This design comes from an exercise in tuning for small area, a short achievable clock period and few clock cycles per item on the open sky130 flow, not from production work. At most, simulation tests tie the RTL to the original design; equivalence was not proved. No functional check of the RTL was part of runs 6 and 7.

[flow/run.sh]
#!/bin/bash
# synth_recipe.tcl (not shown) runs the flow's synth.tcl, then flattens the netlist and writes it again
# the make line also repeats each setting of config.mk as NAME=value (left out here)
make -C /OpenROAD-flow-scripts/flow DESIGN_CONFIG=/design/flow/config.mk WORK_HOME=/design/flow/orfs CLKGATE_MAP_FILE= SYNTH_SCRIPT=/design/flow/synth_recipe.tcl finish
[flow/config.mk]
export PLATFORM = sky130hd
export DESIGN_NAME = cc_block
export DESIGN_NICKNAME = cc_block
export VERILOG_FILES = /design/flow/design.v
export SDC_FILE = /design/flow/constraint.sdc
export NUM_CORES = 8
export LEC_CHECK = 0
export CAP_MARGIN = 20
export CORE_MARGIN = 2
export CORE_UTILIZATION = 40
export SLEW_MARGIN = 20
[flow/constraint.sdc]
create_clock -name core_clock -period 5.5 [get_ports {i_clk}]
set_input_delay 1.1000 -clock core_clock [delete_from_list [all_inputs] [get_ports {i_clk}]]
set_output_delay 1.1000 -clock core_clock [all_outputs]
set_load 0.01 [all_outputs]
[flow/design.v]
module cc_block (
	input					i_clk, i_rstn,
	input					i_start,
	input			[255:0]	i_key,
	input			[95:0]	i_non,
	input			[31:0]	i_cnt,
	output	wire	[511:0]	o_stream,
	output	wire			o_done
);
	parameter CONSTANT0 = 32'h61707865;
	parameter CONSTANT1 = 32'h3320646e;
	parameter CONSTANT2 = 32'h79622d32;
	parameter CONSTANT3 = 32'h6b206574;
	parameter IDLE	= 2'b00;
	parameter RND	= 2'b01;
	parameter ADD	= 2'b11;
	parameter DONE	= 2'b10;
	reg		[1:0]	r_fsm;
	reg		[4:0]	r_cnt_rnd;
	reg		[3:0]	r_cnt_calc;
	reg		[31:0]	r_block0, r_block1, r_block2, r_block3, r_block4, r_block5, r_block6, r_block7, r_block8, r_block9, r_block10, r_block11, r_block12, r_block13, r_block14, r_block15;
	wire	[31:0]	w_block4, w_block5, w_block6, w_block7, w_block8, w_block9, w_block10, w_block11, w_block13, w_block14, w_block15;
	wire			w_rnd_done;
	assign	w_block4	= i_key[31:0];
	assign	w_block5	= i_key[63:32];
	assign	w_block6	= i_key[95:64];
	assign	w_block7	= i_key[127:96];
	assign	w_block8	= i_key[159:128];
	assign	w_block9	= i_key[191:160];
	assign	w_block10	= i_key[223:192];
	assign	w_block11	= i_key[255:224];
	assign	w_block13	= i_non[31:0];
	assign	w_block14	= i_non[63:32];
	assign	w_block15	= i_non[95:64];
	assign	w_rnd_done	= (r_cnt_rnd == 5'd19 && r_cnt_calc == 4'd11);
	assign	o_stream = {r_block15, r_block14, r_block13, r_block12,
						r_block11, r_block10, r_block9,  r_block8,
						r_block7,  r_block6,  r_block5,  r_block4,
						r_block3,  r_block2,  r_block1,  r_block0};
	assign	o_done = (r_fsm == DONE);
	always @(posedge i_clk, negedge i_rstn) begin
		if (!i_rstn)
			r_fsm <= IDLE;
		else
			case(r_fsm)
				IDLE	: r_fsm <= (i_start) ? RND : IDLE;
				RND		: r_fsm <= (w_rnd_done) ? ADD : RND;
				ADD		: r_fsm <= DONE;
				DONE	: r_fsm <= IDLE;
				default : r_fsm	<= IDLE;
			endcase
	end
	always @(posedge i_clk, negedge i_rstn) begin
		if (!i_rstn)
			r_cnt_rnd <= 5'd0;
		else if (r_fsm == IDLE)
			r_cnt_rnd <= 5'd0;
		else if (r_fsm == RND)
			r_cnt_rnd <= (r_cnt_calc == 4'd11) ? r_cnt_rnd + 1'b1 : r_cnt_rnd;
		else
			r_cnt_rnd <= r_cnt_rnd;
	end
	always @(posedge i_clk, negedge i_rstn) begin
		if (!i_rstn)
			r_cnt_calc <= 4'd0;
		else if (r_fsm == RND)
			r_cnt_calc <= (r_cnt_calc == 4'd11) ? 4'd0 : r_cnt_calc + 1'b1;
		else
			r_cnt_calc <= 4'd0;
	end
	always @(posedge i_clk, negedge i_rstn) begin
		if (!i_rstn) begin
			r_block0	<= 32'd0;
			r_block1	<= 32'd0;
			r_block2	<= 32'd0;
			r_block3	<= 32'd0;
			r_block4	<= 32'd0;
			r_block5	<= 32'd0;
			r_block6	<= 32'd0;
			r_block7	<= 32'd0;
			r_block8	<= 32'd0;
			r_block9	<= 32'd0;
			r_block10	<= 32'd0;
			r_block11	<= 32'd0;
			r_block12	<= 32'd0;
			r_block13	<= 32'd0;
			r_block14	<= 32'd0;
			r_block15	<= 32'd0;
		end
		else if (i_start) begin
			r_block0	<= CONSTANT0;
			r_block1	<= CONSTANT1;
			r_block2	<= CONSTANT2;
			r_block3	<= CONSTANT3;
			r_block4	<= w_block4;
			r_block5	<= w_block5;
			r_block6	<= w_block6;
			r_block7	<= w_block7;
			r_block8	<= w_block8;
			r_block9	<= w_block9;
			r_block10	<= w_block10;
			r_block11	<= w_block11;
			r_block12	<= i_cnt;
			r_block13	<= w_block13;
			r_block14	<= w_block14;
			r_block15	<= w_block15;
		end
		else if(r_fsm==RND) begin
			if (r_cnt_rnd[0]==0)   
				case (r_cnt_calc)
					4'd0: begin   
						r_block0	<= r_block0 + r_block4;
						r_block1	<= r_block1 + r_block5;
						r_block2	<= r_block2 + r_block6;
						r_block3	<= r_block3 + r_block7;
					end
					4'd1: begin   
						r_block12	<= r_block12 ^ r_block0;
						r_block13	<= r_block13 ^ r_block1;
						r_block14	<= r_block14 ^ r_block2;
						r_block15	<= r_block15 ^ r_block3;
					end
					4'd2: begin   
						r_block12	<= {r_block12[15:0],r_block12[31:16]};
						r_block13	<= {r_block13[15:0],r_block13[31:16]};
						r_block14	<= {r_block14[15:0],r_block14[31:16]};
						r_block15	<= {r_block15[15:0],r_block15[31:16]};
					end
					4'd3: begin   
						r_block8	<= r_block8  + r_block12;
						r_block9	<= r_block9  + r_block13;
						r_block10	<= r_block10 + r_block14;
						r_block11	<= r_block11 + r_block15;
					end
					4'd4: begin   
						r_block4	<= r_block4 ^ r_block8;
						r_block5	<= r_block5 ^ r_block9;
						r_block6	<= r_block6 ^ r_block10;
						r_block7	<= r_block7 ^ r_block11;
					end
					4'd5: begin   
						r_block4	<= {r_block4[19:0],r_block4[31:20]};
						r_block5	<= {r_block5[19:0],r_block5[31:20]};
						r_block6	<= {r_block6[19:0],r_block6[31:20]};
						r_block7	<= {r_block7[19:0],r_block7[31:20]};
					end
					4'd6: begin   
						r_block0	<= r_block0 + r_block4;
						r_block1	<= r_block1 + r_block5;
						r_block2	<= r_block2 + r_block6;
						r_block3	<= r_block3 + r_block7;
					end
					4'd7: begin   
						r_block12	<= r_block12 ^ r_block0;
						r_block13	<= r_block13 ^ r_block1;
						r_block14	<= r_block14 ^ r_block2;
						r_block15	<= r_block15 ^ r_block3;
					end
					4'd8: begin   
						r_block12	<= {r_block12[23:0],r_block12[31:24]};
						r_block13	<= {r_block13[23:0],r_block13[31:24]};
						r_block14	<= {r_block14[23:0],r_block14[31:24]};
						r_block15	<= {r_block15[23:0],r_block15[31:24]};
					end
					4'd9: begin   
						r_block8	<= r_block8  + r_block12;
						r_block9	<= r_block9  + r_block13;
						r_block10	<= r_block10 + r_block14;
						r_block11	<= r_block11 + r_block15;
					end
					4'd10: begin   
						r_block4	<= r_block4 ^ r_block8;
						r_block5	<= r_block5 ^ r_block9;
						r_block6	<= r_block6 ^ r_block10;
						r_block7	<= r_block7 ^ r_block11;
					end
					4'd11: begin   
						r_block4	<= {r_block4[24:0],r_block4[31:25]};
						r_block5	<= {r_block5[24:0],r_block5[31:25]};
						r_block6	<= {r_block6[24:0],r_block6[31:25]};
						r_block7	<= {r_block7[24:0],r_block7[31:25]};
					end
					default: begin
						r_block0	<= 32'd0;
						r_block1	<= 32'd0;
						r_block2	<= 32'd0;
						r_block3	<= 32'd0;
						r_block4	<= 32'd0;
						r_block5	<= 32'd0;
						r_block6	<= 32'd0;
						r_block7	<= 32'd0;
						r_block8	<= 32'd0;
						r_block9	<= 32'd0;
						r_block10	<= 32'd0;
						r_block11	<= 32'd0;
						r_block12	<= 32'd0;
						r_block13	<= 32'd0;
						r_block14	<= 32'd0;
						r_block15	<= 32'd0;
					end
				endcase
			else   
				case (r_cnt_calc)
					4'd0: begin   
						r_block0	<= r_block0 + r_block5;
						r_block1	<= r_block1 + r_block6;
						r_block2	<= r_block2 + r_block7;
						r_block3	<= r_block3 + r_block4;
					end
					4'd1: begin   
						r_block15	<= r_block15 ^ r_block0;
						r_block12	<= r_block12 ^ r_block1;
						r_block13	<= r_block13 ^ r_block2;
						r_block14	<= r_block14 ^ r_block3;
					end
					4'd2: begin   
						r_block15	<= {r_block15[15:0],r_block15[31:16]};
						r_block12	<= {r_block12[15:0],r_block12[31:16]};
						r_block13	<= {r_block13[15:0],r_block13[31:16]};
						r_block14	<= {r_block14[15:0],r_block14[31:16]};
					end
					4'd3: begin   
						r_block10	<= r_block10 + r_block15;
						r_block11	<= r_block11 + r_block12;
						r_block8	<= r_block8  + r_block13;
						r_block9	<= r_block9  + r_block14;
					end
					4'd4: begin   
						r_block5	<= r_block5 ^ r_block10;
						r_block6	<= r_block6 ^ r_block11;
						r_block7	<= r_block7 ^ r_block8;
						r_block4	<= r_block4 ^ r_block9;
					end
					4'd5: begin   
						r_block5	<= {r_block5[19:0],r_block5[31:20]};
						r_block6	<= {r_block6[19:0],r_block6[31:20]};
						r_block7	<= {r_block7[19:0],r_block7[31:20]};
						r_block4	<= {r_block4[19:0],r_block4[31:20]};
					end
					4'd6: begin   
						r_block0	<= r_block0 + r_block5;
						r_block1	<= r_block1 + r_block6;
						r_block2	<= r_block2 + r_block7;
						r_block3	<= r_block3 + r_block4;
					end
					4'd7: begin   
						r_block15	<= r_block15 ^ r_block0;
						r_block12	<= r_block12 ^ r_block1;
						r_block13	<= r_block13 ^ r_block2;
						r_block14	<= r_block14 ^ r_block3;
					end
					4'd8: begin   
						r_block15	<= {r_block15[23:0],r_block15[31:24]};
						r_block12	<= {r_block12[23:0],r_block12[31:24]};
						r_block13	<= {r_block13[23:0],r_block13[31:24]};
						r_block14	<= {r_block14[23:0],r_block14[31:24]};
					end
					4'd9: begin   
						r_block10	<= r_block10 + r_block15;
						r_block11	<= r_block11 + r_block12;
						r_block8	<= r_block8  + r_block13;
						r_block9	<= r_block9  + r_block14;
					end
					4'd10: begin   
						r_block5	<= r_block5 ^ r_block10;
						r_block6	<= r_block6 ^ r_block11;
						r_block7	<= r_block7 ^ r_block8;
						r_block4	<= r_block4 ^ r_block9;
					end
					4'd11: begin   
						r_block5	<= {r_block5[24:0],r_block5[31:25]};
						r_block6	<= {r_block6[24:0],r_block6[31:25]};
						r_block7	<= {r_block7[24:0],r_block7[31:25]};
						r_block4	<= {r_block4[24:0],r_block4[31:25]};
					end
					default: begin
						r_block0	<= 32'd0;
						r_block1	<= 32'd0;
						r_block2	<= 32'd0;
						r_block3	<= 32'd0;
						r_block4	<= 32'd0;
						r_block5	<= 32'd0;
						r_block6	<= 32'd0;
						r_block7	<= 32'd0;
						r_block8	<= 32'd0;
						r_block9	<= 32'd0;
						r_block10	<= 32'd0;
						r_block11	<= 32'd0;
						r_block12	<= 32'd0;
						r_block13	<= 32'd0;
						r_block14	<= 32'd0;
						r_block15	<= 32'd0;
					end
				endcase
		end
		else if(r_fsm==ADD) begin
			r_block0	<= r_block0  + CONSTANT0;
			r_block1	<= r_block1  + CONSTANT1;
			r_block2	<= r_block2  + CONSTANT2;
			r_block3	<= r_block3  + CONSTANT3;
			r_block4	<= r_block4  + w_block4;
			r_block5	<= r_block5  + w_block5;
			r_block6	<= r_block6  + w_block6;
			r_block7	<= r_block7  + w_block7;
			r_block8	<= r_block8  + w_block8;
			r_block9	<= r_block9  + w_block9;
			r_block10	<= r_block10 + w_block10;
			r_block11	<= r_block11 + w_block11;
			r_block12	<= r_block12 + i_cnt;
			r_block13	<= r_block13 + w_block13;
			r_block14	<= r_block14 + w_block14;
			r_block15	<= r_block15 + w_block15;
		end
	end
endmodule 
==> metrics.md, run 1 <==
| Metric | Value |
|---|---|
| Instance area at placement | `between 90000 and 100000 um2` |
| Average via count per standard cell | `7.078` |
| Top cells by area, synth | `dfrtp_1, ha_1, xnor2_1, o21ai_0, a21oi_1` |
| Leading area contributor after synthesis | `dfrtp_1` |
| Full die area | `~200000 um2` |
| Antenna violations before repair | `50` |
| Source-to-sink clock delay at the later pin of the worst-skew pair | `roughly 0.8 ns` |
| Sequential element share of the synthesized area | `between 15 and 20%` |
| Average instance area after synthesis | `roughly 7.7 um2` |
| Worst-case reg-to-reg path depth | `12` |
| Post-CTS setup repair buffer count | `0` |
| Clock Root Buffer | `clkbuf_16` |
| Synth unique cells | `~100` |
| Fraction of the cycle the final worst path needs | `~87%` |
| Placeable core region | `199700 um2` |
| First-pass GRT wire length | `between 700 and 800 mm` |
| Number of synthesized flops with an enable pin | `0` |
| Worst Setup SP | `r_block13[1]` |
| Most used standard cells in the synthesized netlist | `o21ai_0, a21oi_1, nand2_1, ha_1, nor2_1` |
| Top-count cell post-synth | `o21ai_0` |
| Seq cells post-synth | `approximately 520` |
| Kind of path behind the tightest hold check | `in2async` |
| Total number of vias | `about 100000` |
| Crit Path Category | `reg2reg` |
| Combined area of the multi-input logic cells | `between 60000 and 70000 um2` |
| Number of DRC markers after the initial detailed-route iteration | `between 15000 and 20000` |
| Critical-path cell list | `ha_1 -> a211oi_1 -> o211ai_1 -> a311oi_1 -> a21oi_1 -> a221oi_1 -> o21ai_0 -> o41ai_2 -> nor2_1 -> nor2_1 -> xor2_1 -> a21oi_1` |
| Relative slew slack | `about 17%` |
| Terminus of the critical flop-to-flop path | `r_block13[27]` |
| Initial Util | `approximately two fifths` |
| Unrepaired setup endpoints after global routing | `false` |
| Setup violation total in the final timing report | `0` |
| Top-area cell type share of the netlist area | `between 15 and 20%` |
| Y dimension of the die | `~450 um` |
| Highest fanout seen on the critical path | `10` |
| Half-perimeter wire length after placement | `approximately 430 mm` |
| FP Rows | `164` |
| Routed wirelength normalized by instance count | `approximately 39 um` |
| Worst slew pin tran | `roughly 1.2 ns` |
| Area taken by flip-flops and latches | `approximately 13000 um2` |
| Pre-antenna DRT Iters | `15` |
| Clock buffer count from CTS | `80` |
| Number of endpoints with negative hold slack in the final report | `0` |
| Kind of cell with the highest combined delay on the critical path | `compound AO/OA/AOI/OAI gates` |
| Die outline width | `452.3 um` |
| Metal-1 WL | `about 190 mm` |
| Pre-CTS setup slack | `about 0.44 ns` |
| GPL Wtd Cong | `around 1.1` |
| CTS sink count | `around 520` |
| Worst setup slack for register-to-register paths | `slightly above 0.7 ns` |
| H-tree lvl count | `3` |
| Clk_skew | `around 0.047 ns` |
| Max Buffers Root-to-Sink | `3` |
| Layout cells sized above 1 | `6.023%` |
| Total overflow reported by the global router | `0` |
| Synthesized instance count | `roughly 10000` |
| Kind of launch point of the worst setup path | `flip-flop` |
| CP peak stage delay | `approximately 1.0 ns` |
| Met3 Routed Length | `69.38 mm` |
| Routed wl met2 | `around 220 mm` |
| Buf+Inv Stages, Crit Path | `0` |
| Total number of nets in the final design | `approximately 13000` |
| Max-slew violation count | `0` |
| All-Layer GR Usage | `51.60%` |
| Maximum clock rate | `approximately 0.21 GHz` |
| Number of filler instances in the final layout | `19480` |
| Hold_ws | `approximately 0.32 ns` |
| Post-route core utilization | `between 40% and 50%` |
| Data required time at the worst endpoint | `between 6 and 7 ns` |
| Min Clock Period, post-route | `approximately 4.8 ns` |
| Antenna Nets Post-Route | `0` |
| Fin area | `97100 um2` |
| Io pins | `900` |
| Clock slew seen by the registers of the worst setup and hold paths | `about 0.06 ns` |
| Final worst-path setup slack | `approximately 0.72 ns` |
| Dominant synthesized flop cell | `dfrtp_1` |
| Worst setup EP type | `flip-flop` |
| Netlist Area Pre-Place | `approximately 80000 um2` |
| Reg2Reg Launch Point | `r_block13[1]` |
| Async SR Flop Fraction | `between 90% and 100%` |
| Maximum number of pins on one net before global-route repair | `between 100 and 150` |
| Run status | `complete, no violations` |
| Number of max-cap violations | `0` |
| Net count after synthesis | `11780` |
| Total Routed Length | `553.1 mm` |
| Port bufs | `899` |
| Vias in the first global route | `between 90000 and 100k` |
| Clock tree from TritonCTS | `done` |
| Warnings, synthesis | `1` |
| Top routing layer in use | `met5` |
| Arrival time worst endpoint | `5.42 ns` |
| Number of design rule violations left after detail routing | `0` |
| Layout Area Growth over Synthesis | `20.81%` |
| Number of hold-repair buffers added at the cts stage | `0` |
| Aggregate negative setup slack | `0 ns` |
| Critical Path Slowest Stage Cell | `dfrtp_1` |
| Cells resized by post-CTS repair | `0` |
==> worst max-delay path by stage <==
stage / end / depth (start not counted)
floorplan: r_block10[26] / 14
global placement: r_block11[31] / 15
detailed placement: r_block13[31] / 13
CTS: r_block13[31] / 12
global route: r_block3[28] / 13
finish: r_block13[27] / 12
==> kinds of logic after synthesis <==
group / count (synthesis) / synth area share [%]
compound gates: 4329 / 35.48
mux: 382 / 4.799
fa+ha+maj: 905 / 14.35
buf+inv: 794 / 3.722
simple gates: 2602 / 14.95
flops: 523 / 16.28
xor+xnor: 956 / 10.42
==> cell type report <==
| cell class | instances | area share [%] |
|---|---|---|
| multi-input combinational | 9174 | 66.41 |
| sequential | 523 | 13.48 |
| timing repair buffer | 1292 | 12.69 |
| tap | 2656 | 3.422 |
| clock buffer | 109 | 2.350 |
| inverter | 240 | 0.9355 |
| clock inverter | 35 | 0.6159 |
| antenna | 36 | 0.09278 |
==> per-stage QoR <==
| step | cells |
|---|---|
| floorplan | 10490 |
| global placement | 13880 |
| detailed placement | 13890 |
| CTS | 14030 |
| global route | 14050 |
| finish | 14070 |
==> layer usage <==
metal / up-vias / track usage [%]
met3: 2084 / 14.65
met5: - / 0
li1: 41850 / -
met4: 26 / 51.72
met1: 47730 / 59.62
met2: 7854 / 75.05
==> cell usage in the layout (no fill, tap or decap), types with 253 or more instances in the layout <==
cell type	n
xor2_1	281
mux2i_1	355
nand2_1	885
nor2_1	708
a21oi_1	1007
buf_4	364
a222oi_1	253
o21ai_0	1118
xnor2_1	675
dfrtp_1	521
a21o_1	435
clkdlybuf4s50_1	897
ha_1	877
Testbench counts, summed over its fixed seeds: cycles 46,464, blocks 192.
==> inputs of run 2 (changes only) <==
==> flow/design.v (replaced) <==
module cc_block (
	input					i_clk, i_rstn,
	input					i_start,
	input			[255:0]	i_key,
	input			[95:0]	i_non,
	input			[31:0]	i_cnt,
	output	wire	[511:0]	o_stream,
	output	wire			o_done
);
	localparam [127:0] SIGMA = {32'h6b206574, 32'h79622d32, 32'h3320646e, 32'h61707865};
	wire	[511:0]	w_init = {i_non, i_cnt, i_key, SIGMA};
	reg		[511:0]	r_x;		 
	reg				r_busy;
	reg		[5:0]	r_step;
	reg				r_done;
	wire			w_h = r_step[0];	 
	function automatic integer perm;
		input integer r, j;
		case (r)
			0: perm = (4 - j) % 4;
			1: perm = (5 - j) % 4;
			2: perm = (6 - j) % 4;
			default: perm = (7 - j) % 4;
		endcase
	endfunction
	wire	[511:0]	w_nx;
	genvar gj, gr;
	generate
		for (gj = 0; gj < 4; gj = gj + 1) begin : g_col
			wire [31:0] a = r_x[32*gj +: 32];
			wire [31:0] b = r_x[32*(4+gj) +: 32];
			wire [31:0] c = r_x[32*(8+gj) +: 32];
			wire [31:0] d = r_x[32*(12+gj) +: 32];
			wire [31:0] a1 = a + b;
			wire [31:0] t  = d ^ a1;
			wire [31:0] t16 = {t[15:0], t[31:16]};
			wire [31:0] t8  = {t[23:0], t[31:24]};
			wire [31:0] d1 = w_h ? t8 : t16;
			wire [31:0] c1 = c + d1;
			wire [31:0] u  = b ^ c1;
			wire [31:0] u12 = {u[19:0], u[31:20]};
			wire [31:0] u7  = {u[24:0], u[31:25]};
		end
		for (gr = 0; gr < 4; gr = gr + 1) begin : g_row
			for (gj = 0; gj < 4; gj = gj + 1) begin : g_pos
				localparam integer K = (gr == 0) ? (4 - gj) % 4 : (gr == 1) ? (5 - gj) % 4 :
									   (gr == 2) ? (6 - gj) % 4 : (7 - gj) % 4;
				wire [31:0] s0, s1;
				if (gr == 0) begin : g_a
					assign s0 = g_col[gj].a1; assign s1 = g_col[K].a1;
				end else if (gr == 1) begin : g_b
					assign s0 = g_col[gj].u12; assign s1 = g_col[K].u7;
				end else if (gr == 2) begin : g_c
					assign s0 = g_col[gj].c1; assign s1 = g_col[K].c1;
				end else begin : g_d
					assign s0 = g_col[gj].t16; assign s1 = g_col[K].t8;
				end
				assign w_nx[32*(4*gr+gj) +: 32] = w_h ? s1 : s0;
			end
		end
	endgenerate
	always @(posedge i_clk) begin
		if (i_start)
			r_x <= w_init;
		else
			r_x <= w_nx;
	end
	always @(posedge i_clk, negedge i_rstn) begin
		if (!i_rstn) begin
			r_busy	<= 1'b0;
			r_step	<= 6'd0;
			r_done	<= 1'b0;
		end
		else begin
			r_done	<= r_busy && (r_step == 6'd39);
			if (i_start) begin
				r_busy	<= 1'b1;
				r_step	<= 6'd0;
			end
			else if (r_busy) begin
				r_busy	<= (r_step != 6'd39);
				r_step	<= r_step + 6'd1;
			end
		end
	end
	genvar gw;
	generate
		for (gw = 0; gw < 16; gw = gw + 1) begin : g_out
			assign o_stream[32*gw +: 32] = r_x[32*gw +: 32] + w_init[32*gw +: 32];
		end
	endgenerate
	assign o_done = r_done;
endmodule
==> run 2 against run 1 <==
Effect of this change: now fails the layout checks on negative setup slack; critical path depth is 20 higher; sequential share of layout area down 2.3 points; final area shrank 2.9%; synthesized area down 33%; synthesized cell count shrank 33%; largest cell class unchanged.
==> metrics.md, run 2 <==
| Metric | Value |
|---|---|
| Worst slew pin tran | `1.217 ns (-0.02965 ns)` |
| Dominant synthesized flop cell | `dfxtp_1` |
| Net count after synthesis | `8048 (-32%)` |
| Crit Path Category | `reg2reg` |
| Routed wirelength normalized by instance count | `28.87 um (-27%)` |
| Kind of path behind the tightest hold check | `reg2reg` |
| Largest register by flop count | `r_x` |
| Hold worst-path end | `r_done` |
| Seq cells post-synth | `520 (-0.57%)` |
| Buf+Inv Stages, Crit Path | `6 (+6)` |
| Number of synthesized flops with an enable pin | `0 (unchanged)` |
| Critical Path Slowest Stage Cell | `a2111oi_4` |
| Max Buffers Root-to-Sink | `3 (unchanged)` |
| Number of design rule violations left after detail routing | `0 (unchanged)` |
| Number of flip-flops under the largest register name | `around 510` |
| Unrepaired setup endpoints after global routing | `true` |
| Total Routed Length | `351.4 mm (-36%)` |
| Most numerous cell on the critical path | `buf_4` |
| Filler-free cell count of the finished design | `12170 (-13%)` |
| Arrival time worst endpoint | `6.82 ns (+1.40 ns)` |
| Antenna Nets Post-Route | `0 (unchanged)` |
| Fraction of the cycle the final worst path needs | `112.8% (+26 points)` |
| Highest fanout seen on the critical path | `4 (-6)` |
| Combined area of the multi-input logic cells | `49230 um2 (-24%)` |
| Top cells by area, synth | `dfxtp_1, ha_1, xnor2_1, xor2_1, a21oi_1` |
| Full die area | `138400 um2 (-32%)` |
| Worst setup EP type | `flip-flop` |
| All-Layer GR Usage | `47.99% (-3.6 points)` |
| Die outline width | `372.0 um (-18%)` |
| Most used cells in the layout excluding fill and tap cells | `buf_4, nand2_1, clkdlybuf4s50_1` |
| Half-perimeter wire length after placement | `289.7 mm (-33%)` |
| H-tree lvl count | `3 (unchanged)` |
| Number of filler instances in the final layout | `10940 (-44%)` |
| Setup violation total in the final timing report | `171 (+171)` |
| Synth unique cells | `108 (+10%)` |
| Failed layout checks | `negative setup slack` |
| Layout cells sized above 1 | `36.25% (+30 points)` |
| Total overflow reported by the global router | `0 (unchanged)` |
| Number of hold-repair buffers added at the cts stage | `0 (unchanged)` |
| Hold depth | `1` |
| Maximum number of pins on one net before global-route repair | `196 (+73%)` |
| Data required time at the worst endpoint | `6.11 ns (-0.03 ns)` |
| Cells after DPL | `11750 (-15%)` |
| Startpoint of the tightest hold check path | `r_step[5]` |
| Pre-antenna DRT Iters | `8 (-7)` |
| Maximum clock rate | `0.1612 GHz (-23%)` |
| Worst Setup SP | `r_x[128]` |
| Source-to-sink clock delay at the later pin of the worst-skew pair | `0.68 ns (-0.10 ns)` |
| Total number of nets in the final design | `11330 (-10%)` |
| Warnings, synthesis | `1 (unchanged)` |
| Clock tree from TritonCTS | `done` |
| Clock buffer count from CTS | `72 (-10%)` |
| Fin area | `94270 um2 (-2.9%)` |
| Min Clock Period, post-route | `6.205 ns (+1.427 ns)` |
| Layout Area Growth over Synthesis | `74.05%` |
| Registers with the most flip-flops | `r_x: 512 flops, r_step: 6 flops` |
| Average instance area after synthesis | `7.724 um2 (+0.82%)` |
| Sequential element share of the synthesized area | `19.29% (+3.0 points)` |
| Number of max-cap violations | `0 (unchanged)` |
| Vias in the first global route | `67710 (-27%)` |
| Netlist Area Pre-Place | `54160 um2 (-33%)` |
| Kind of launch point of the worst setup path | `flip-flop` |
| Clock slew seen by the registers of the worst setup and hold paths | `0.07 ns (about the same)` |
| CTS sink count | `520 (-0.57%)` |
| Instance area at placement | `81890 um2 (-13%)` |
| Clk_skew | `0.03658 ns (-0.01078 ns)` |
| Placeable core region | `135000 um2 (-32%)` |
| Y dimension of the die | `372.0 um (-18%)` |
| Number of endpoints with negative hold slack in the final report | `0 (unchanged)` |
| Kind of cell with the highest combined delay on the critical path | `compound AO/OA/AOI/OAI gates` |
| Hold_ws | `0.5620 ns (+0.2419 ns)` |
| Relative slew slack | `18.65% (+1.8 points)` |
| Most common cell after layout, fill and taps aside | `buf_4` |
| Number of DRC markers after the initial detailed-route iteration | `8696 (-44%)` |
| Most used standard cells in the synthesized netlist | `nand2_1, nor2_1, ha_1, a21oi_1, xnor2_1` |
| Top-count cell post-synth | `nand2_1` |
| Reg2Reg Launch Point | `r_x[128]` |
| Area taken by flip-flops and latches | `10510 um2 (-20%)` |
| Io pins | `900 (unchanged)` |
| Async SR Flop Fraction | `1.538% (-98 points)` |
| CP peak stage delay | `0.43 ns (-0.61 ns)` |
| Worst-case reg-to-reg path depth | `32 (+20)` |
| Run status | `finished with violations` |
| Max-slew violation count | `0 (unchanged)` |
| Leading area contributor after synthesis | `dfxtp_1` |
| First-pass GRT wire length | `475.0 mm (-36%)` |
| Total number of vias | `71460 (-28%)` |
| Worst setup slack for register-to-register paths | `-0.70 ns (-1.43 ns)` |
| Port bufs | `899 (unchanged)` |
| GPL Wtd Cong | `1.125 (+0.65%)` |
| Top-area cell type share of the netlist area | `18.92% (+2.6 points)` |
| Final worst-path setup slack | `-0.7046 ns (-1.427 ns)` |
| Terminus of the critical flop-to-flop path | `r_x[134]` |
| Initial Util | `40.13% (-0.13 points)` |
| Pre-CTS setup slack | `-1.334 ns (-1.772 ns)` |
| Synthesized instance count | `7012 (-33%)` |
| Clock Root Buffer | `clkbuf_16` |
| Average via count per standard cell | `5.871 (-17%)` |
| FP Rows | `135 (-18%)` |
| Antenna violations before repair | `67 (+34%)` |
==> run 2: cell families after synthesis <==
family	Yosys count	synth area share (%)
adders and majority gates	649	15.27
AOI/OAI and AO/OA	2153	25.82
muxes	151	2.832
buffers and inverters	486	3.424
xor gates and xnor gates	924	15.62
and+or+nand+nor	2129	17.74
DFF	520	19.29
==> run 2: cell type report <==
type / count / share of cell area (%)
Multi-Input combinational cell: 6006 / 52.22
Timing Repair Buffer: 3420 / 30.48
Sequential cell: 520 / 11.15
Tap cell: 1781 / 2.364
Clock buffer: 101 / 2.222
Inverter: 275 / 1.106
Clock inverter: 27 / 0.3464
Antenna cell: 43 / 0.1141
==> run 2: worst max path at each step <==
stage	end	cells after the start	slack [ns]
global route	r_x[134]	32	-0.84
floorplan	r_x[166]	25	0.03
CTS	r_x[198]	33	-0.42
global placement	r_x[131]	24	-1.29
finish	r_x[134]	32	-0.70
detailed placement	r_x[131]	28	-1.33
==> run 2: stage by stage <==
stage	util [%]	setup TNS [ns]
floorplan	-	0
global placement	60.68	-203.69
detailed placement	60.68	-215.68
CTS	67.23	-27.02
global route	69.80	-88.11
finish	69.85	-62.72
==> run 2: layer usage <==
layer  vias up  track usage (%)  routed length (um)
li1      31660                -                   -
met5         -                0                 258
met2      4581            71.01              145400
met1     33990            59.13              133700
met4        38            37.97               34050
met3      1188            12.07               37990
==> run 2: what timing repair did <==
action                                  in CTS  in global routing
setup buffers                              255                126
pin swaps                                  479                471
endpoints found under the setup margin     393                344
resized for setup                         1365                655
Testbench counts of run 2, summed over its fixed seeds: cycles 7,872, blocks 192.
==> inputs of run 3 (changes only) <==
--- a/flow/config.mk
+++ b/flow/config.mk
@@ -9,3 +9,4 @@
 export CORE_MARGIN = 2
-export CORE_UTILIZATION = 40
+export CORE_UTILIZATION = 60
+export GPL_TIMING_DRIVEN = 0
 export SLEW_MARGIN = 20
==> run 3 against run 2 <==
Effect of this change: the flow now stops in global routing; synthesized cell count did not move; synthesized area did not move.
==> metrics.md, run 3 <==
| Metric | Value |
|---|---|
| GPL Wtd Cong | `1.357 (+21%)` |
| Run status | `aborted with a tool error` |
| Seq cells post-synth | `520 (unchanged)` |
| Netlist Area Pre-Place | `54160 um2 (unchanged)` |
| Average instance area after synthesis | `7.724 um2 (unchanged)` |
| Warnings, synthesis | `1 (unchanged)` |
| All-Layer GR Usage | `77.56%` |
| Top cells by area, synth | `dfxtp_1, ha_1, xnor2_1, xor2_1, a21oi_1` |
| FP Rows | `110 (-19%)` |
| CTS sink count | `520 (unchanged)` |
| Clock buffer count from CTS | `60 (-17%)` |
| Max Buffers Root-to-Sink | `3 (unchanged)` |
| Io pins | `900 (unchanged)` |
| Initial Util | `60.36% (+20 points)` |
| Die outline width | `304.5 um (-18%)` |
| Synth unique cells | `108 (unchanged)` |
| Fail Step | `global routing` |
| Vias in the first global route | `~75000` |
| Net count after synthesis | `8048 (unchanged)` |
| Top-area cell type share of the netlist area | `18.92% (unchanged)` |
| Async SR Flop Fraction | `1.538% (unchanged)` |
| Clock Root Buffer | `clkbuf_16` |
| H-tree lvl count | `2 (-1)` |
| Port bufs | `898 (-0.11%)` |
| Dominant synthesized flop cell | `dfxtp_1` |
| Sequential element share of the synthesized area | `19.29% (unchanged)` |
| Number of synthesized flops with an enable pin | `0 (unchanged)` |
| Leading area contributor after synthesis | `dfxtp_1` |
| Synthesized instance count | `7012 (unchanged)` |
| First-pass GRT wire length | `between 500 and 600 mm` |
| Top-count cell post-synth | `nand2_1` |
| Y dimension of the die | `304.5 um (-18%)` |
| Number of hold-repair buffers added at the cts stage | `0 (unchanged)` |
| Most used standard cells in the synthesized netlist | `nand2_1, nor2_1, ha_1, a21oi_1, xnor2_1` |
| Total overflow reported by the global router | `12` |
| Error that halted the flow | `[ERROR GRT-0116] Global routing finished with congestion. Check the congestion regions in the DRC Viewer.` |
| Half-perimeter wire length after placement | `250.6 mm (-13%)` |
| Maximum number of pins on one net before global-route repair | `16` |
-- run 3: layer usage --
layer  GRT overflow  global-route usage [%]
met4              4                   81.46
met5              0                   38.24
met2              7                   94.76
met1              0                   74.37
met3              1                   63.06
-- run 3: per-stage QoR --
| step | std cells | util [%] | setup slack, ns | instance area [um2] | hold WS [ns] |
|---|---|---|---|---|---|
| CTS | 9548 | 84.97 | -0.4020 | 76240 | 0.5671 |
| detailed placement | 9090 | 72.16 | -2.038 | 64750 | 0.5522 |
| global placement | 9086 | 72.05 | -2.259 | 64660 | 0.5367 |
| floorplan | 7012 | - | 0.02978 | 54200 | 0.4981 |
-- run 3: worst min-delay path by stage --
stage / startpoint / endpoint / cells after the start
CTS: r_step[1] / r_step[1] / 2
detailed placement: r_step[1] / r_step[1] / 2
global placement: r_step[1] / r_step[1] / 2
floorplan: r_x[187] / r_x[130] / 2
-- run 3: timing repair --
action | in CTS
buffers inserted | 376
endpoints found under the setup margin | 414
gates resized for setup | 1545
pin swaps | 463
-- run 3: cells by family after synthesis --
kind of cell | count (synthesis) | share of synthesized area (%)
AO/OA/AOI/OAI | 2153 | 25.82
XOR/XNOR | 924 | 15.62
AND/OR/NAND/NOR | 2129 | 17.74
flip-flops | 520 | 19.29
buffers and inverters | 486 | 3.424
multiplexers | 151 | 2.832
adder cells (fa/ha/maj) | 649 | 15.27
==> inputs of run 4 (changes only) <==
--- a/flow/config.mk
+++ b/flow/config.mk
@@ -10,3 +10,2 @@
 export CORE_UTILIZATION = 60
-export GPL_TIMING_DRIVEN = 0
 export SLEW_MARGIN = 20
==> run 4 against run 3 <==
Effect of this change: synthesized area stayed put; the flow again stops in global routing; synthesized cell count is the same.
==> metrics.md, run 4 <==
| Metric | Value |
|---|---|
| Cells after DPL | `10760 (+18%)` |
| Dominant synthesized flop cell | `dfxtp_1` |
| Initial Util | `60.36% (unchanged)` |
| Average instance area after synthesis | `7.724 um2 (unchanged)` |
| Clock buffer count from CTS | `59 (-1.7%)` |
| Maximum number of pins on one net before global-route repair | `between 200 and 250` |
| Max Buffers Root-to-Sink | `3 (unchanged)` |
| FP Rows | `110 (unchanged)` |
| Instance area at placement | `78080 um2 (+21%)` |
| Synthesized instance count | `7012 (unchanged)` |
| GPL Wtd Cong | `1.305 (-3.8%)` |
| Fail Step | `global routing` |
| Synth unique cells | `108 (unchanged)` |
| Half-perimeter wire length after placement | `243.9 mm (-2.7%)` |
| Total overflow reported by the global router | `roughly 5600` |
| Vias in the first global route | `between 100k and 150k` |
| H-tree lvl count | `2 (unchanged)` |
| Number of hold-repair buffers added at the cts stage | `0 (unchanged)` |
| Y dimension of the die | `304.5 um (unchanged)` |
| Run status | `aborted with a tool error` |
| Top-area cell type share of the netlist area | `18.92% (unchanged)` |
| Top cells by area, synth | `dfxtp_1, ha_1, xnor2_1, xor2_1, a21oi_1` |
| Sequential element share of the synthesized area | `19.29% (unchanged)` |
| Seq cells post-synth | `520 (unchanged)` |
| CTS sink count | `520 (unchanged)` |
| Top-count cell post-synth | `nand2_1` |
| Warnings, synthesis | `1 (unchanged)` |
| Leading area contributor after synthesis | `dfxtp_1` |
| Clock Root Buffer | `clkbuf_16` |
| Most used standard cells in the synthesized netlist | `nand2_1, nor2_1, ha_1, a21oi_1, xnor2_1` |
| Port bufs | `899 (+0.11%)` |
| Net count after synthesis | `8048 (unchanged)` |
| Io pins | `900 (unchanged)` |
| Error that halted the flow | `[ERROR GRT-0116] Global routing finished with congestion. Check the congestion regions in the DRC Viewer.` |
| Pre-CTS setup slack | `-1.109 ns (+0.9287 ns)` |
| Netlist Area Pre-Place | `54160 um2 (unchanged)` |
| All-Layer GR Usage | `100.8%` |
| First-pass GRT wire length | `734.7 mm` |
| Number of synthesized flops with an enable pin | `0 (unchanged)` |
| Die outline width | `304.5 um (unchanged)` |
| Async SR Flop Fraction | `1.538% (unchanged)` |
==> run 4: cell counts after synthesis <==
No cell type changed its count.
==> run 4: how the worst min path moves through the flow <==
| stage | depth (start not counted) | end | slack, ns |
|---|---|---|---|
| after detailed placement | 1 | r_done | 0.56 |
| after global placement | 2 | r_step[1] | 0.53 |
| after floorplan | 2 | r_x[130] | 0.50 |
| after CTS | 1 | r_done | 0.60 |
==> run 4: per-stage QoR <==
step / utilization (%)
after detailed placement: 87.01
after global placement: 87.01
after CTS: 96.73
after floorplan: -
==> run 4: repair_timing <==
item	in CTS
gates cloned	0
resized for setup	1175
endpoints found under the setup margin	375
pin swaps	508
buffers inserted	327
==> run 4: logic make-up after synthesis <==
kind of cell    after synthesis  synth area share (%)
compound gates             2153                 25.82
simple gates               2129                 17.74
xor+xnor                    924                 15.62
fa+ha+maj                   649                 15.27
flops                       520                 19.29
buf+inv                     486                 3.424
mux                         151                 2.832
==> run 4: routing by layer <==
metal | GRT overflow | global-route usage [%]
met1 | 127 | 92.37
met2 | 3900 | 119.7
met3 | 180 | 88.42
met4 | 1365 | 109.0
met5 | 24 | 70.13
==> inputs of run 5 (changes only) <==
--- a/flow/config.mk
+++ b/flow/config.mk
@@ -7,5 +7,6 @@
 export LEC_CHECK = 0
+export ABC_AREA = 1
 export CAP_MARGIN = 20
 export CORE_MARGIN = 2
-export CORE_UTILIZATION = 60
+export CORE_UTILIZATION = 40
 export SLEW_MARGIN = 20
==> run 5 against run 4 <==
Effect of this change: synthesized area rose by 6.9%; the run now finishes clean; synthesized cell count grew 30%.
==> metrics.md, run 5 <==
| Metric | Value |
|---|---|
| Run status | `complete, no violations` |
| Reg2Reg Launch Point | `r_x[137]` |
| GPL Wtd Cong | `1.131 (-13%)` |
| Full die area | `147800 um2` |
| Clock tree from TritonCTS | `done` |
| Source-to-sink clock delay at the later pin of the worst-skew pair | `between 0.7 and 0.8 ns` |
| Number of synthesized flops with an enable pin | `0 (unchanged)` |
| Routed wirelength normalized by instance count | `about 27 um` |
| Initial Util | `40.31% (-20 points)` |
| Clock buffer count from CTS | `70 (+19%)` |
| Clock slew seen by the registers of the worst setup and hold paths | `0.05 ns` |
| Average via count per standard cell | `5.799` |
| Number of max-cap violations | `0` |
| Total number of vias | `71480` |
| Largest register by flop count | `r_x` |
| Total stage count of the critical path | `15` |
| CP peak stage delay | `roughly 0.61 ns` |
| Synthesized instance count | `9098 (+30%)` |
| CTS sink count | `520 (unchanged)` |
| Registers with the most flip-flops | `r_x: 512 flops, r_step: 6 flops` |
| Worst slew pin tran | `~1.1 ns` |
| Half-perimeter wire length after placement | `286.8 mm (+18%)` |
| Min Clock Period, post-route | `between 5 and 6 ns` |
| Most used standard cells in the synthesized netlist | `nand2_1, inv_1, nand3_1, a21oi_1, nor2_1` |
| Average instance area after synthesis | `6.364 um2 (-18%)` |
| Kind of path behind the tightest hold check | `reg2reg` |
| Y dimension of the die | `384.5 um (+26%)` |
| Final worst-path setup slack | `~0.11 ns` |
| Terminus of the critical flop-to-flop path | `r_x[185]` |
| Maximum number of pins on one net before global-route repair | `around 170` |
| Leading area contributor after synthesis | `dfxtp_1` |
| Placeable core region | `143700 um2` |
| Number of filler instances in the final layout | `roughly 15000` |
| Sequential element share of the synthesized area | `18.05% (-1.2 points)` |
| Total number of nets in the final design | `around 11000` |
| Relative slew slack | `about 28%` |
| Kind of cell with the highest combined delay on the critical path | `buffers and inverters` |
| Layout Area Growth over Synthesis | `29.91%` |
| H-tree lvl count | `3 (+1)` |
| Fraction of the cycle the final worst path needs | `98.05%` |
| Pre-CTS setup slack | `-0.04037 ns (+1.069 ns)` |
| Net count after synthesis | `10130 (+26%)` |
| Number of design rule violations left after detail routing | `0` |
| Maximum clock rate | `approximately 0.19 GHz` |
| Port bufs | `899 (unchanged)` |
| Antenna Nets Post-Route | `0` |
| Top-count cell post-synth | `nand2_1` |
| Io pins | `900 (unchanged)` |
| Critical path endpoint | `o_stream[510]` |
| Total Routed Length | `between 300 and 400 mm` |
| Max-slew violation count | `0` |
| First-pass GRT wire length | `~460 mm` |
| Top-area cell type share of the netlist area | `17.70% (-1.2 points)` |
| Clk_skew | `roughly 0.045 ns` |
| Synth unique cells | `67 (-38%)` |
| Buf+Inv Stages, Crit Path | `4` |
| Crit Path Category | `in2out` |
| Highest fanout seen on the critical path | `3` |
| Warnings, synthesis | `1 (unchanged)` |
| Vias in the first global route | `between 60000 and 70000` |
| Worst Setup SP | `i_non[64]` |
| Most common cell after layout, fill and taps aside | `nand2_1` |
| Setup violation total in the final timing report | `0` |
| Worst setup EP type | `output pin` |
| All-Layer GR Usage | `42.89%` |
| Total overflow reported by the global router | `0` |
| Fin area | `approximately 75000 um2` |
| Critical Path Slowest Stage Cell | `clkdlybuf4s50_1` |
| Number of flip-flops under the largest register name | `512` |
| Arrival time worst endpoint | `about 4.3 ns` |
| Layout cells sized above 1 | `a little over 8%` |
| Dominant synthesized flop cell | `dfxtp_1` |
| Instance area at placement | `72120 um2 (-7.6%)` |
| Most used cells in the layout excluding fill and tap cells | `nand2_1, inv_1, clkdlybuf4s50_1` |
| Post-route core utilization | `a little over half` |
| FP Rows | `139 (+26%)` |
| Max Buffers Root-to-Sink | `3 (unchanged)` |
| Seq cells post-synth | `520 (unchanged)` |
| Worst-case reg-to-reg path depth | `28` |
| Top cells by area, synth | `dfxtp_1, nand2_1, ha_1, xor2_1, inv_1` |
| Netlist Area Pre-Place | `57900 um2 (+6.9%)` |
| Antenna violations before repair | `31` |
| Number of DRC markers after the initial detailed-route iteration | `between 8000 and 9000` |
| Worst setup slack for register-to-register paths | `approximately 0.18 ns` |
| Data required time at the worst endpoint | `between 4 and 5 ns` |
| Critical-path cell list | `clkdlybuf4s50_1 -> ha_1 -> inv_1 -> fa_1 -> o21ai_1 -> a21oi_1 -> inv_1 -> nand3_1 -> nand3_1 -> nand2_1 -> o211ai_1 -> nand2_1 -> nand3_1 -> xor2_1 -> clkdlybuf4s50_1` |
| Kind of launch point of the worst setup path | `input port` |
| Most numerous cell on the critical path | `nand3_1` |
| Die outline width | `384.5 um (+26%)` |
| Number of endpoints with negative hold slack in the final report | `0` |
| Pre-antenna DRT Iters | `28` |
| Clock Root Buffer | `clkbuf_16` |
| Async SR Flop Fraction | `1.538% (unchanged)` |
==> run 5: through the flow <==
| step | cells | hold slack, ns | TNS (ns) |
|---|---|---|---|
| 2_1_floorplan | 9098 | 0.4959 | 0 |
| 5_1_grt | 12320 | 0.5898 | -0.009126 |
| 3_5_place_dp | 12180 | 0.5397 | -0.07545 |
| 3_3_place_gp | 12180 | 0.5248 | 0 |
| 6_report | 12330 | 0.5492 | 0 |
| 4_1_cts | 12300 | 0.5473 | 0 |
==> run 5: cell families after synthesis <==
family	count (synthesis)	synth area share, %
buffers and inverters	1216	7.967
adders and majority gates	649	14.28
AOI/OAI and AO/OA	1748	17.78
and+or+nand+nor	4243	30.89
DFF	520	18.05
xor gates and xnor gates	722	11.03
==> run 5: metal layers <==
metal | vias to the layer above | track usage, % | routed length [um]
met2 | 4243 | 66.02 | 141900
met1 | 33360 | 55.34 | 134500
met5 | - | 0 | 131
met4 | 22 | 25.59 | 23380
li1 | 32970 | - | -
met3 | 886 | 8.374 | 32500
==> run 5: worst register-to-register path, delay by kind of cell (launching register included) <==
kind | cells | cell delay, ns
adder cells (fa/ha/maj) | 3 | 1.02
flip-flops | 1 | 0.43
AND/OR/NAND/NOR | 14 | 2.13
XOR/XNOR | 1 | 0.17
AO/OA/AOI/OAI | 6 | 1.00
buffers and inverters | 4 | 0.43
==> run 5: timing repair <==
| action | in CTS | in global routing |
|---|---|---|
| gates resized for setup | 1 | 143 |
| pin swaps | 0 | 8 |
| setup buffers | 0 | 4 |
| endpoints found under the setup margin | 3 | 138 |
| hold buffers | 0 | 0 |
==> run 5: final cells by class <==
class                   instances  area, um2  area share [%]
multi-input cells            7362      43360           57.63
repair buffers               1345      12510           16.63
flip-flops and latches        520      10480           13.93
inverters                    1052       3963           5.268
well taps                    1903       2381           3.165
clock buffers                  94       1992           2.648
clock inverters                32      498.0          0.6620
diodes                         18      45.04         0.05988
==> run 5: worst min path at each step <==
stage,start,to,slack [ns],depth (start not counted)
floorplan,r_step[3],r_step[3],0.50,1
global placement,r_step[3],r_step[3],0.52,1
detailed placement,r_step[3],r_step[3],0.54,1
CTS,r_step[3],r_step[3],0.55,1
global route,r_step[4],r_done,0.59,3
finish,r_step[3],r_step[3],0.55,1
==> inputs of run 6 (changes only) <==
--- a/flow/design.v
+++ b/flow/design.v
@@ -85,2 +85,21 @@
 	end
+	function automatic [31:0] add_bk;
+		input [31:0] x, y;
+		reg [31:0] p, g, gg, pp;
+		integer i, k;
+		begin
+			p = x ^ y; g = x & y; gg = g; pp = p;
+			for (k = 1; k < 32; k = k * 2)
+				for (i = 2*k - 1; i < 32; i = i + 2*k) begin
+					gg[i] = gg[i] | (pp[i] & gg[i-k]);
+					pp[i] = pp[i] & pp[i-k];
+				end
+			for (k = 8; k >= 1; k = k / 2)
+				for (i = 3*k - 1; i < 32; i = i + 2*k) begin
+					gg[i] = gg[i] | (pp[i] & gg[i-k]);
+					pp[i] = pp[i] & pp[i-k];
+				end
+			add_bk = p ^ {gg[30:0], 1'b0};
+		end
+	endfunction
 	genvar gw;
@@ -88,3 +107,3 @@
 		for (gw = 0; gw < 16; gw = gw + 1) begin : g_out
-			assign o_stream[32*gw +: 32] = r_x[32*gw +: 32] + w_init[32*gw +: 32];
+			assign o_stream[32*gw +: 32] = add_bk(r_x[32*gw +: 32], w_init[32*gw +: 32]);
 		end
==> flow/flow/run.sh (new file) <==
#!/bin/bash
# Layout flow: the standard flow (standard.sh) with the input and output
# port buffers made from the library's smallest buffer instead of the delay
# cell the placer picks by default. Every port still gets its own buffer.
set -uo pipefail
cd "$(dirname "${BASH_SOURCE[0]}")/.."
bash standard.sh 'BUFFER_PORTS_ARGS=-buffer_cell sky130_fd_sc_hd__buf_1' finish > flow_standard.log 2>&1
==> flow/standard.sh (new file) <==
#!/bin/bash
# synth_recipe.tcl (not shown) runs the flow's synth.tcl, then flattens the netlist and writes it again
# the make line also repeats each setting of config.mk as NAME=value (left out here)
make -C /OpenROAD-flow-scripts/flow DESIGN_CONFIG=/design/flow/config.mk WORK_HOME=/design/flow/orfs CLKGATE_MAP_FILE= SYNTH_SCRIPT=/design/flow/synth_recipe.tcl "${@:-finish}"
--- a/flow/config.mk
+++ b/flow/config.mk
@@ -11,2 +11,3 @@
 export CORE_UTILIZATION = 40
+export SETUP_SLACK_MARGIN = 0.3
 export SLEW_MARGIN = 20
removed: flow/run.sh
==> run 6 against run 5 <==
Effect of this change: highest routed layer unchanged; setup slack better by 0.23 ns; synthesized cell count is 18% lower; final area fell by 9.6%; sequential share of layout area rose by 1.5 points; global-route usage rose by 0.98 points.
==> metrics.md, run 6 <==
| Metric | Value |
|---|---|
| Io pins | `900 (unchanged)` |
| Antenna violations before repair | `40 (+29%)` |
| Worst setup EP type | `flip-flop` |
| Terminus of the critical flop-to-flop path | `r_x[250]` |
| Post-route core utilization | `51.86% (-0.50 points)` |
| Full die area | `134800 um2 (-8.8%)` |
| Critical Path Slowest Stage Cell | `dfxtp_1` |
| Sequential element share of the synthesized area | `19.80% (+1.8 points)` |
| Net count after synthesis | `8728 (-14%)` |
| Relative slew slack | `32.95% (+5.0 points)` |
| Number of max-cap violations | `0 (unchanged)` |
| Max Buffers Root-to-Sink | `3 (unchanged)` |
| Antenna Nets Post-Route | `0 (unchanged)` |
| Top-count cell post-synth | `nand2_1` |
| Reg2Reg Launch Point | `r_x[208]` |
| Min Clock Period, post-route | `5.163 ns (-0.2294 ns)` |
| Layout cells sized above 1 | `15.26% (+7.0 points)` |
| Half-perimeter wire length after placement | `269.0 mm (-6.2%)` |
| Clock Root Buffer | `clkbuf_16` |
| First-pass GRT wire length | `420.7 mm (-8.7%)` |
| CTS sink count | `520 (unchanged)` |
| Synthesized instance count | `7479 (-18%)` |
| Max-slew violation count | `0 (unchanged)` |
| Pre-antenna DRT Iters | `8 (-71%)` |
| Number of DRC markers after the initial detailed-route iteration | `7714 (-8.8%)` |
| Top cells by area, synth | `dfxtp_1, ha_1, nand2_1, fa_1, nand3_1` |
| Total overflow reported by the global router | `0 (unchanged)` |
| Die outline width | `367.2 um (-4.5%)` |
| Clock slew seen by the registers of the worst setup and hold paths | `0.06 ns (about the same)` |
| GPL Wtd Cong | `1.068 (-5.5%)` |
| Initial Util | `40.24% (-0.064 points)` |
| Top-area cell type share of the netlist area | `19.42% (+1.7 points)` |
| Fin area | `68010 um2 (-9.6%)` |
| Most common cell after layout, fill and taps aside | `nand2_1` |
| Clock tree from TritonCTS | `done` |
| Maximum clock rate | `0.1937 GHz (+4.4%)` |
| Worst slew pin tran | `1.006 ns (-0.07457 ns)` |
| Port bufs | `899 (unchanged)` |
| CP peak stage delay | `0.40 ns (-0.21 ns)` |
| Y dimension of the die | `367.2 um (-4.5%)` |
| Netlist Area Pre-Place | `52770 um2 (-8.9%)` |
| Largest register by flop count | `r_x` |
| H-tree lvl count | `3 (unchanged)` |
| Crit Path Category | `reg2reg` |
| Data required time at the worst endpoint | `6.11 ns (+1.71 ns)` |
| Average via count per standard cell | `5.692 (-1.8%)` |
| Clock buffer count from CTS | `73 (+4.3%)` |
| Most used standard cells in the synthesized netlist | `nand2_1, inv_1, nand3_1, ha_1, dfxtp_1` |
| Number of endpoints with negative hold slack in the final report | `0 (unchanged)` |
| Number of filler instances in the final layout | `13460 (-7.7%)` |
| Total number of vias | `62070 (-13%)` |
| FP Rows | `133 (-4.3%)` |
| Vias in the first global route | `58330 (-13%)` |
| Unrepaired setup endpoints after global routing | `true` |
| Routed wirelength normalized by instance count | `28.38 um (+5.2%)` |
| All-Layer GR Usage | `43.87% (+0.98 points)` |
| Layout Area Growth over Synthesis | `28.87%` |
| Kind of path behind the tightest hold check | `in2async` |
| Clk_skew | `0.04085 ns (-0.004253 ns)` |
| Average instance area after synthesis | `7.056 um2 (+11%)` |
| Placeable core region | `131100 um2 (-8.7%)` |
| Async SR Flop Fraction | `1.538% (unchanged)` |
| Registers with the most flip-flops | `r_x: 512 flops, r_step: 6 flops` |
| Fraction of the cycle the final worst path needs | `93.88% (-4.2 points)` |
| Most used cells in the layout excluding fill and tap cells | `nand2_1, buf_1, inv_1` |
| Warnings, synthesis | `1 (unchanged)` |
| Highest fanout seen on the critical path | `4 (+1)` |
| Total number of nets in the final design | `10330 (-9.3%)` |
| Setup violation total in the final timing report | `0 (unchanged)` |
| Number of design rule violations left after detail routing | `0 (unchanged)` |
| Source-to-sink clock delay at the later pin of the worst-skew pair | `0.69 ns (-0.02 ns)` |
| Most numerous cell on the critical path | `nand2_1` |
| Total Routed Length | `309.4 mm (-6.9%)` |
| Instance area at placement | `63600 um2 (-12%)` |
| Arrival time worst endpoint | `5.78 ns (+1.49 ns)` |
| Synth unique cells | `63 (-6.0%)` |
| Worst-case reg-to-reg path depth | `34 (+21%)` |
| Number of synthesized flops with an enable pin | `0 (unchanged)` |
| Number of flip-flops under the largest register name | `512 (unchanged)` |
| Worst setup slack for register-to-register paths | `0.34 ns (+0.16 ns)` |
| Maximum number of pins on one net before global-route repair | `146 (-16%)` |
| Kind of launch point of the worst setup path | `flip-flop` |
| Seq cells post-synth | `520 (unchanged)` |
| Run status | `complete, no violations` |
| Dominant synthesized flop cell | `dfxtp_1` |
| Leading area contributor after synthesis | `dfxtp_1` |
==> run 6: area by class of cell <==
| type | count | area [um2] | area share [%] |
|---|---|---|---|
| clock inverters | 34 | 467.9 | 0.6881 |
| clock buffers | 98 | 2082 | 3.062 |
| repair buffers | 1686 | 9779 | 14.38 |
| inverters | 816 | 3075 | 4.522 |
| multi-input cells | 5979 | 39870 | 58.63 |
| well taps | 1755 | 2196 | 3.229 |
| diodes | 16 | 40.04 | 0.05888 |
| flip-flops and latches | 520 | 10500 | 15.43 |
==> run 6: worst max-delay path by stage <==
| stage | start | endpoint | slack, ns | cells after the start |
|---|---|---|---|---|
| 2_1_floorplan | i_cnt[0] | o_stream[414] | 0.97 | 21 |
| 3_3_place_gp | i_non[0] | o_stream[445] | -0.25 | 24 |
| 3_5_place_dp | i_non[0] | o_stream[445] | -0.22 | 24 |
| 4_1_cts | i_non[0] | o_stream[445] | 0.30 | 24 |
| 5_1_grt | r_x[160] | r_x[157] | 0.20 | 34 |
| 6_report | r_x[208] | r_x[250] | 0.34 | 34 |
==> run 6: worst max-delay path, delay by kind of cell (launching register included) <==
| kind | cells | cell delay [ns] |
|---|---|---|
| AND/OR/NAND/NOR | 26 | 3.01 |
| adder cells (fa/ha/maj) | 2 | 0.67 |
| buffers and inverters | 4 | 0.59 |
| flip-flops | 1 | 0.40 |
| XOR/XNOR | 1 | 0.20 |
| AO/OA/AOI/OAI | 1 | 0.20 |
==> run 6: routing by layer <==
metal	global-route usage (%)	share of wire, %	vias to the layer above
met5	0	0.062	-
met2	65.44	42	3637
met3	10.01	11	779
li1	-	-	28120
met4	26.02	7.1	32
met1	57.60	41	29500
==> run 6: cell families (layout without fill, tap and decap cells) <==
group	after synthesis	in the layout	share of synthesized area, %
AOI/OAI and AO/OA	1073	1073	12.60
xor gates and xnor gates	528	528	9.026
adders and majority gates	862	862	23.28
buffers and inverters	980	2634	7.059
DFF	520	520	19.80
other	0	16	0
and+or+nand+nor	3516	3516	28.23
==> run 6: timing repair <==
action | 4_1_cts | 5_1_grt
resized for setup | 57 | 327
setup buffers | 11 | 53
hold buffers | 0 | 0
cloned | 0 | 0
pin swaps | 7 | 52
hold endpoints to repair | 0 | 0
endpoints found under the setup margin | 83 | 298
==> run 6: metrics by stage <==
step / worst slack, ns / TNS, ns / hold WS (ns) / cells
after global routing: 0.1956 / 0 / 0.3779 / 10890
after CTS: 0.3000 / 0 / 0.3294 / 10840
after detailed placement: -0.2201 / -0.3499 / 0.5435 / 10690
final: 0.3368 / 0 / 0.3378 / 10900
after floorplan: 0.9672 / 0 / 0.4950 / 7479
after global placement: -0.2548 / -0.4480 / 0.5193 / 10690
==> inputs of run 7 (changes only) <==
--- a/flow/config.mk
+++ b/flow/config.mk
@@ -10,4 +10,5 @@
 export CORE_MARGIN = 2
-export CORE_UTILIZATION = 40
-export SETUP_SLACK_MARGIN = 0.3
+export CORE_UTILIZATION = 48
+export PLACE_DENSITY = 0.7
+export SETUP_SLACK_MARGIN = 0.5
 export SLEW_MARGIN = 20
==> run 7 against run 6 <==
Effect of this change: die area down 16%; global-route usage up 8.3 points; critical path depth down 12; highest routed layer unchanged; register-to-register slack better by 0.18 ns; final area up 0.22%; critical path type is now reg2out; synthesized cell count unchanged.
==> metrics.md, run 7 <==
| Metric | Value |
|---|---|
| Run status | `complete, no violations` |
| Net count after synthesis | `8728 (unchanged)` |
| Maximum clock rate | `0.1966 GHz (+1.5%)` |
| Number of hold-repair buffers added at the cts stage | `0 (unchanged)` |
| Total number of nets in the final design | `10210 (-1.1%)` |
| Min Clock Period, post-route | `5.086 ns (-0.07741 ns)` |
| Number of max-cap violations | `0 (unchanged)` |
| Critical Path Slowest Stage Cell | `dfxtp_2` |
| Number of flip-flops under the largest register name | `512 (unchanged)` |
| Dominant synthesized flop cell | `dfxtp_1` |
| Worst-case reg-to-reg path depth | `28 (-18%)` |
| Synth unique cells | `63 (unchanged)` |
| Clk_skew | `0.03322 ns (-0.007630 ns)` |
| Warnings, synthesis | `1 (unchanged)` |
| Total Routed Length | `310.0 mm (+0.17%)` |
| Antenna Nets Post-Route | `0 (unchanged)` |
| H-tree lvl count | `3 (unchanged)` |
| Number of endpoints with negative hold slack in the final report | `0 (unchanged)` |
| Source-to-sink clock delay at the later pin of the worst-skew pair | `0.68 ns (about the same)` |
| Total overflow reported by the global router | `0 (unchanged)` |
| Terminus of the critical flop-to-flop path | `r_x[156]` |
| GPL Wtd Cong | `1.144 (+7.1%)` |
| Unrepaired setup endpoints after global routing | `true` |
| Placeable core region | `109000 um2 (-17%)` |
| Arrival time worst endpoint | `3.99 ns (-1.79 ns)` |
| Number of synthesized flops with an enable pin | `0 (unchanged)` |
| Seq cells post-synth | `520 (unchanged)` |
| Clock Root Buffer | `clkbuf_16` |
| Fin area | `68150 um2 (+0.22%)` |
| Port bufs | `899 (unchanged)` |
| Routed wirelength normalized by instance count | `29.65 um (+4.5%)` |
| Clock tree from TritonCTS | `done` |
| Initial Util | `48.41% (+8.2 points)` |
| Area taken by flip-flops and latches | `10580 um2 (+0.79%)` |
| Kind of launch point of the worst setup path | `flip-flop` |
| Maximum number of pins on one net before global-route repair | `131 (-10%)` |
| CP peak stage delay | `0.46 ns (+0.06 ns)` |
| Leading area contributor after synthesis | `dfxtp_1` |
| Most used cells in the layout excluding fill and tap cells | `nand2_1, buf_1, inv_1` |
| Worst setup slack for register-to-register paths | `0.52 ns (+0.18 ns)` |
| Final worst-path setup slack | `0.4142 ns (+0.07741 ns)` |
| Number of design rule violations left after detail routing | `0 (unchanged)` |
| Relative slew slack | `31.35% (-1.6 points)` |
| Kind of path behind the tightest hold check | `in2async` |
| Combined area of the multi-input logic cells | `41390 um2 (+3.8%)` |
| Async SR Flop Fraction | `1.538% (unchanged)` |
| Top-count cell post-synth | `nand2_1` |
| First-pass GRT wire length | `416.2 mm (-1.1%)` |
| Clock buffer count from CTS | `67 (-8.2%)` |
| Netlist Area Pre-Place | `52770 um2 (unchanged)` |
| Number of filler instances in the final layout | `10110 (-25%)` |
| Vias in the first global route | `59730 (+2.4%)` |
| CTS sink count | `520 (unchanged)` |
| Layout Area Growth over Synthesis | `29.15%` |
| Pre-CTS setup slack | `0.05624 ns (+0.2763 ns)` |
| Max Buffers Root-to-Sink | `3 (unchanged)` |
| Max-slew violation count | `0 (unchanged)` |
| Top cells by area, synth | `dfxtp_1, ha_1, nand2_1, fa_1, nand3_1` |
| Antenna violations before repair | `52 (+30%)` |
| Y dimension of the die | `335.6 um (-8.6%)` |
| Sequential element share of the synthesized area | `19.80% (unchanged)` |
| Pre-antenna DRT Iters | `9 (+1)` |
| Top-area cell type share of the netlist area | `19.42% (unchanged)` |
| Reg2Reg Launch Point | `r_x[160]` |
| Half-perimeter wire length after placement | `263.4 mm (-2.1%)` |
| Worst Setup SP | `r_x[161]` |
| Aggregate negative setup slack | `0 ns (unchanged)` |
| Setup violation total in the final timing report | `0 (unchanged)` |
==> run 7: worst max-delay path, delay by kind of cell (launching register included) <==
kind / cells / cell delay (ns)
and+or+nand+nor: 15 / 1.29
adders and majority gates: 2 / 0.78
buffers and inverters: 4 / 0.48
DFF: 1 / 0.46
AOI/OAI and AO/OA: 1 / 0.29
==> run 7: worst min-delay path by stage <==
stage / endpoint / slack [ns]
2_1_floorplan: r_step[3] / 0.50
3_3_place_gp: r_step[3] / 0.52
3_5_place_dp: r_step[3] / 0.53
4_1_cts: r_done / 0.42
5_1_grt: r_step[3] / 0.43
6_report: r_done / 0.43
==> run 7: cells by family after synthesis <==
family	after synthesis	synth area share, %
adders and majority gates	862	23.28
DFF	520	19.80
xor gates and xnor gates	528	9.026
and+or+nand+nor	3516	28.23
AOI/OAI and AO/OA	1073	12.60
buffers and inverters	980	7.059
==> run 7: cell type report <==
class | instances | share of cell area (%)
antenna | 30 | 0.1102
clock inverter | 34 | 0.7729
clock buffer | 87 | 2.734
tap | 1414 | 2.596
multi-input combinational | 5979 | 60.74
timing repair buffer | 1576 | 13.02
inverter | 816 | 4.509
sequential | 520 | 15.52
==> run 7: repair_timing <==
item	in CTS	in global routing
gates resized for setup	175	678
pin swaps	37	147
hold endpoints to repair	0	0
setup endpoints to repair	228	321
setup buffers	51	72
==> run 7: stage by stage <==
stage | instances | utilization, % | hold slack [ns]
2_1_floorplan | 7479 | - | 0.4950
3_3_place_gp | 10180 | 56.59 | 0.5241
3_5_place_dp | 10180 | 56.59 | 0.5311
4_1_cts | 10350 | 59.63 | 0.4221
5_1_grt | 10440 | 62.49 | 0.4315
6_report | 10460 | 62.52 | 0.4255
==> run 7: per-layer routing <==
metal | vias up | routed length (um) | global-route usage, %
met4 | 30 | 29610 | 40.27
met5 | - | 202 | 0
met1 | 30470 | 112200 | 64.33
met3 | 1370 | 45980 | 20.44
li1 | 27930 | - | -
met2 | 5065 | 122000 | 72.41

## separate check: timing with driven ports
The results above use ideal ports. As a check the final layouts listed here were re-extracted and re-timed, cells and wires unchanged. Step 1 (the two cells are an assumption about what drives the block):
set clk [get_ports {i_clk}]
set_driving_cell -lib_cell sky130_fd_sc_hd__clkbuf_16 $clk
set_driving_cell -lib_cell sky130_fd_sc_hd__buf_2 [delete_from_list [all_inputs] $clk]
Step 2 adds t to the input delays and takes it off the output delays; t is the mean of the earliest and latest rising clock arrival at the registers after step 1. Input paths then give back, and output paths get back, about the clock's delay inside the block. Three values: ideal, step 1, step 2; two values: the first two.
run | t (ns) | setup WS [ns] | clock arrival spread, ns | slew at the worst register clock pin (ns) | worst data-port slew with drivers (ns)
run 1 | 0.867 | 0.722 / 0.722 / 0.170 | 0.050 / 0.051 | 0.07 / 0.07 | 0.43
run 2 | 0.752 | -0.705 / -0.705 / -0.705 | 0.036 / 0.037 | 0.07 / 0.07 | 0.31
run 5 | 0.780 | 0.107 / 0.050 / 0.050 | 0.045 / 0.045 | 0.07 / 0.07 | 0.19
run 6 | 0.768 | 0.337 / 0.299 / 0.321 | 0.041 / 0.041 | 0.07 / 0.07 | 0.20
run 7 | 0.756 | 0.414 / 0.323 / 0.376 | 0.034 / 0.033 | 0.08 / 0.08 | 0.28
The setup slack of run 1, which loses most, moves by 0.000 ns with the drivers and by -0.552 ns with both steps.
